This is an optimization exercise on Yosys and OpenROAD, whose aim is small area, not a production implementation.
The RTL was checked by simulation tests, not by an equivalence proof against the original design.

==> job 7331 <==
==> flow/design.v (excerpt) <==
module mips_top(
    input   wire        clk,
    input   wire        rst,
    input   wire[5:0]   interrupt,
    output  wire[31:0]  inst_sram_addr,
    input   wire[31:0]  inst_sram_rdata,
    output  wire        inst_sram_cache,
    output  wire        data_sram_en,
    output  wire[3:0]   data_sram_wen,
    output  wire[31:0]  data_sram_addr,
    output  wire[31:0]  data_sram_wdata,
    input   wire[31:0]  data_sram_rdata,
    output  wire        data_sram_cache,
    output  wire[31:0]  debug_wb_pc,
    output  wire[3:0]   debug_wb_wen,
    output  wire[4:0]   debug_wb_num,
    output  wire[31:0]  debug_wb_data,
    input   wire        inst_stall,
    input   wire        data_stall,
    output  wire        flush,
    output  wire[3:0]   stall_o
    );
==> module div_wrapper, before the edit <==
module div_wrapper(
		input             clock,
		input             reset,
		input             start,
		input             flag_unsigned,
		input      [31:0] operand1,
		input      [31:0] operand2,
		output     [63:0] result,
		output            done
);
wire [31:0] abs_opa1 = (flag_unsigned || !operand1[31]) ? operand1 : -operand1;
wire [31:0] abs_opa2 = (flag_unsigned || !operand2[31]) ? operand2 : -operand2;
reg  [5:0]  cnt;
reg  [32:0] h;       
reg  [31:0] l;       
assign done = (cnt == 6'd36);
wire [32:0] hs   = {h[31:0], l[31]};
wire [32:0] hn   = h[32] ? hs + {1'b0, abs_opa2} : hs - {1'b0, abs_opa2};
always @(posedge clock) begin
    if (reset == 1'b0 || !start || done)
        cnt <= 6'd0;
    else
        cnt <= cnt + 6'd1;
end
always @(posedge clock) begin
    if (cnt == 6'd0) begin
        h <= 33'd0;
        l <= abs_opa1;
    end else if (cnt <= 6'd32) begin
        h <= hn;
        l <= {l[30:0], ~hn[32]};
    end
end
wire [31:0] tmp_quotient = l;
wire [31:0] tmp_remain   = h[32] ? h[31:0] + abs_opa2 : h[31:0];
wire [31:0] dquotient = (flag_unsigned || !(operand1[31]^operand2[31])) ? tmp_quotient : -tmp_quotient;
wire [31:0] dremain   = (flag_unsigned || !(operand1[31]^tmp_remain[31])) ? tmp_remain : -tmp_remain;
assign result = {dremain, dquotient};
endmodule
Settings: LEC_CHECK=0, CAP_MARGIN=20, CORE_MARGIN=2, CORE_UTILIZATION=35, SLEW_MARGIN=20; clock period 20.0 ns.
run.sh (not shown) runs the stock make flow with config.mk's settings and CLKGATE_MAP_FILE= SYNTH_SCRIPT=/design/flow/synth_recipe.tcl, a recipe that flattens the netlist after the stock synthesis.
==> job 7004 (differences from job 7331) <==
--- a/flow/design.v
+++ b/flow/design.v
@@ -364,2 +364,101 @@
 endmodule
+`default_nettype wire
+`timescale 1ns / 10ps
+module div_uu(clk, ena, z, d, q, s, div0, ovf);
+	parameter z_width = 16;
+	parameter d_width = z_width /2;
+	input clk;                
+	input ena;                
+	input  [z_width -1:0] z;  
+	input  [d_width -1:0] d;  
+	output [d_width -1:0] q;  
+	output [d_width -1:0] s;  
+	output div0;
+	output ovf;
+	reg [d_width-1:0] q;
+	reg [d_width-1:0] s;
+	reg div0;
+	reg ovf;
+	function [z_width:0] gen_s;
+		input [z_width:0] si;
+		input [z_width:0] di;
+	begin
+	  if(si[z_width])
+	    gen_s = {si[z_width-1:0], 1'b0} + di;
+	  else
+	    gen_s = {si[z_width-1:0], 1'b0} - di;
+	end
+	endfunction
+	function [d_width-1:0] gen_q;
+		input [d_width-1:0] qi;
+		input [z_width:0] si;
+	begin
+	  gen_q = {qi[d_width-2:0], ~si[z_width]};
+	end
+	endfunction
+	function [d_width-1:0] assign_s;
+		input [z_width:0] si;
+		input [z_width:0] di;
+		reg [z_width:0] tmp;
+	begin
+	  if(si[z_width])
+	    tmp = si + di;
+	  else
+	    tmp = si;
+	  assign_s = tmp[z_width-1:z_width-d_width];
+	end
+	endfunction
+	reg [d_width-1:0] q_pipe  [d_width-1:0];
+	reg [z_width:0] s_pipe  [d_width:0];
+	reg [z_width:0] d_pipe  [d_width:0];
+	reg [d_width:0] div0_pipe, ovf_pipe;
+	initial
+	begin
+	  if(d_width !== z_width / 2)
+	    $display("div.v parameter error (d_width != z_width/2).");
+	end
+	integer n0, n1, n2, n3;
+	always @(*)
+	  d_pipe[0] <= {1'b0, d, {(z_width-d_width){1'b0}} };
+	always @(posedge clk)
+	  if(ena)
+	    for(n0=1; n0 <= d_width; n0=n0+1)
+	       d_pipe[n0] <= d_pipe[n0-1];
+	always @(*)
+	  s_pipe[0] <= z;
+	always @(posedge clk)
+	  if(ena)
+	    for(n1=1; n1 <= d_width; n1=n1+1)
+	       s_pipe[n1] <= gen_s(s_pipe[n1-1], d_pipe[n1-1]);
+	always @(posedge clk)
+	  q_pipe[0] <= 0;
+	always @(posedge clk)
+	  if(ena)
+	    for(n2=1; n2 < d_width; n2=n2+1)
+	       q_pipe[n2] <= gen_q(q_pipe[n2-1], s_pipe[n2]);
+	always @(*)
+	begin
+	  ovf_pipe[0]  <= !(z[z_width-1:d_width] < d);
+	  div0_pipe[0] <= ~|d;
+	end
+	always @(posedge clk)
+	  if(ena)
+	    for(n3=1; n3 <= d_width; n3=n3+1)
+	    begin
+	        ovf_pipe[n3] <= ovf_pipe[n3-1];
+	        div0_pipe[n3] <= div0_pipe[n3-1];
+	    end
+	always @(posedge clk)
+	  if(ena)
+	    ovf <= ovf_pipe[d_width];
+	always @(posedge clk)
+	  if(ena)
+	    div0 <= div0_pipe[d_width];
+	always @(posedge clk)
+	  if(ena)
+	    q <= gen_q(q_pipe[d_width-1], s_pipe[d_width]);
+	always @(posedge clk)
+	  if(ena)
+	    s <= assign_s(s_pipe[d_width], d_pipe[d_width]);
+endmodule
 `timescale 1ns / 1ps
@@ -375,30 +474,42 @@
 );
-wire [31:0] abs_opa1 = (flag_unsigned || !operand1[31]) ? operand1 : -operand1;
-wire [31:0] abs_opa2 = (flag_unsigned || !operand2[31]) ? operand2 : -operand2;
-reg  [5:0]  cnt;
-reg  [32:0] h;       
-reg  [31:0] l;       
-assign done = (cnt == 6'd36);
-wire [32:0] hs   = {h[31:0], l[31]};
-wire [32:0] hn   = h[32] ? hs + {1'b0, abs_opa2} : hs - {1'b0, abs_opa2};
-always @(posedge clock) begin
-    if (reset == 1'b0 || !start || done)
-        cnt <= 6'd0;
-    else
-        cnt <= cnt + 6'd1;
-end
+parameter DIV_CYCLES = 36;
+wire [31:0] abs_opa1;
+wire [31:0] abs_opa2;
+wire [31:0] tmp_quotient;
+wire [31:0] tmp_remain;
+wire [31:0] dquotient;
+wire [31:0] dremain;
+wire div_done;
+reg [DIV_CYCLES:0] div_stage;
+div_uu #(.z_width(64)) div_uu0(
+    .clk (clock),
+    .ena (start),
+    .z   ({32'h0, abs_opa1}),
+    .d   (abs_opa2),
+    .q   (tmp_quotient),
+    .s   (tmp_remain),
+    .div0(),
+    .ovf ()
+);
+assign abs_opa1 = (flag_unsigned || !operand1[31]) ? operand1 : -operand1;
+assign abs_opa2 = (flag_unsigned || !operand2[31]) ? operand2 : -operand2;
+assign div_done = div_stage[0];
+assign dquotient = (flag_unsigned || !(operand1[31]^operand2[31])) ? tmp_quotient : -tmp_quotient;
+assign dremain = (flag_unsigned || !(operand1[31]^tmp_remain[31])) ? tmp_remain : -tmp_remain;
+assign done = div_done;
+assign result = {dremain, dquotient};
 always @(posedge clock) begin
-    if (cnt == 6'd0) begin
-        h <= 33'd0;
-        l <= abs_opa1;
-    end else if (cnt <= 6'd32) begin
-        h <= hn;
-        l <= {l[30:0], ~hn[32]};
+    if (reset == 1'b0) begin
+        div_stage <= 'b0;
+    end
+    else if(!start) begin
+        div_stage <= 'b0;
+    end
+    else if(div_stage != 'b0) begin
+        div_stage <= div_stage >> 1; 
+    end
+	else begin
+        div_stage <= 'b1 << (DIV_CYCLES-1);
     end
 end
-wire [31:0] tmp_quotient = l;
-wire [31:0] tmp_remain   = h[32] ? h[31:0] + abs_opa2 : h[31:0];
-wire [31:0] dquotient = (flag_unsigned || !(operand1[31]^operand2[31])) ? tmp_quotient : -tmp_quotient;
-wire [31:0] dremain   = (flag_unsigned || !(operand1[31]^tmp_remain[31])) ? tmp_remain : -tmp_remain;
-assign result = {dremain, dquotient};
 endmodule
==> impl_metrics.tcl <==
set metrics [dict create \
    seq-cell-share_pct 39.26 \
    yosys.area_share.simple_pct 11.16 \
    fillers 88660 \
    dp_worst_setup_slack_ns 4.452 \
    place.gp.congestion 1.025 \
    outcome "complete, no violations" \
    crit_path_max_incr_delay_ns 0.76 \
    dp_hpwl_um 898100 \
]
The numbers above come from job 7004.

==> impl_metrics.tcl <==
set metrics [dict create \
    synthCells 17920 \
    seq-cell-share_pct 25.82 \
    seqPwrFrac_pct 42.3 \
    yosys.area_share.simple_pct 12.95 \
    synth-edff-count 1057 \
    crit_path_max_incr_delay_ns 1.02 \
    grt-busiest-layer "met2" \
    fillers 49300 \
    tightestPinTransition_ns 1.315 \
    synthArstFlopShare_pct 0 \
    place.gp.congestion 1.060 \
    critPathBufInv 4 \
    dp_worst_setup_slack_ns 3.771 \
    dp_hpwl_um 645600 \
    outcome "complete, no violations" \
]
The numbers above come from job 7331.

==> afterwards: timing with drivers on the ports <==
In the flow no input, the clock included, has a driving cell. The finished layouts below were timed again as built, in two steps. Step 1: set_driving_cell puts a clkbuf_16 on clk and a buf_2 on each other input, an assumption about the parent block. Step 2 times the ports against the registers' clock, not the clock port: input delays grow and output delays shrink by t, the midpoint of the rising clock arrivals with the driver on. Three values: no drivers, after step 1, after step 2; two values: the first two.
run	t (ns)	setup WS [ns]	worst setup path at the end	latest minus earliest clock arrival (ns)	pins driven straight from the clock port
job 7331	1.050	3.612 / 3.510 / 3.510	input to output	0.130 / 0.129	1
job 7004	1.202	4.398 / 4.375 / 4.375	input to output	0.161 / 0.160	1
After both steps every run listed still meets setup and hold. For job 7331, which loses most, drivers alone change the setup slack by -0.102 ns; drivers and shift together by -0.102 ns.
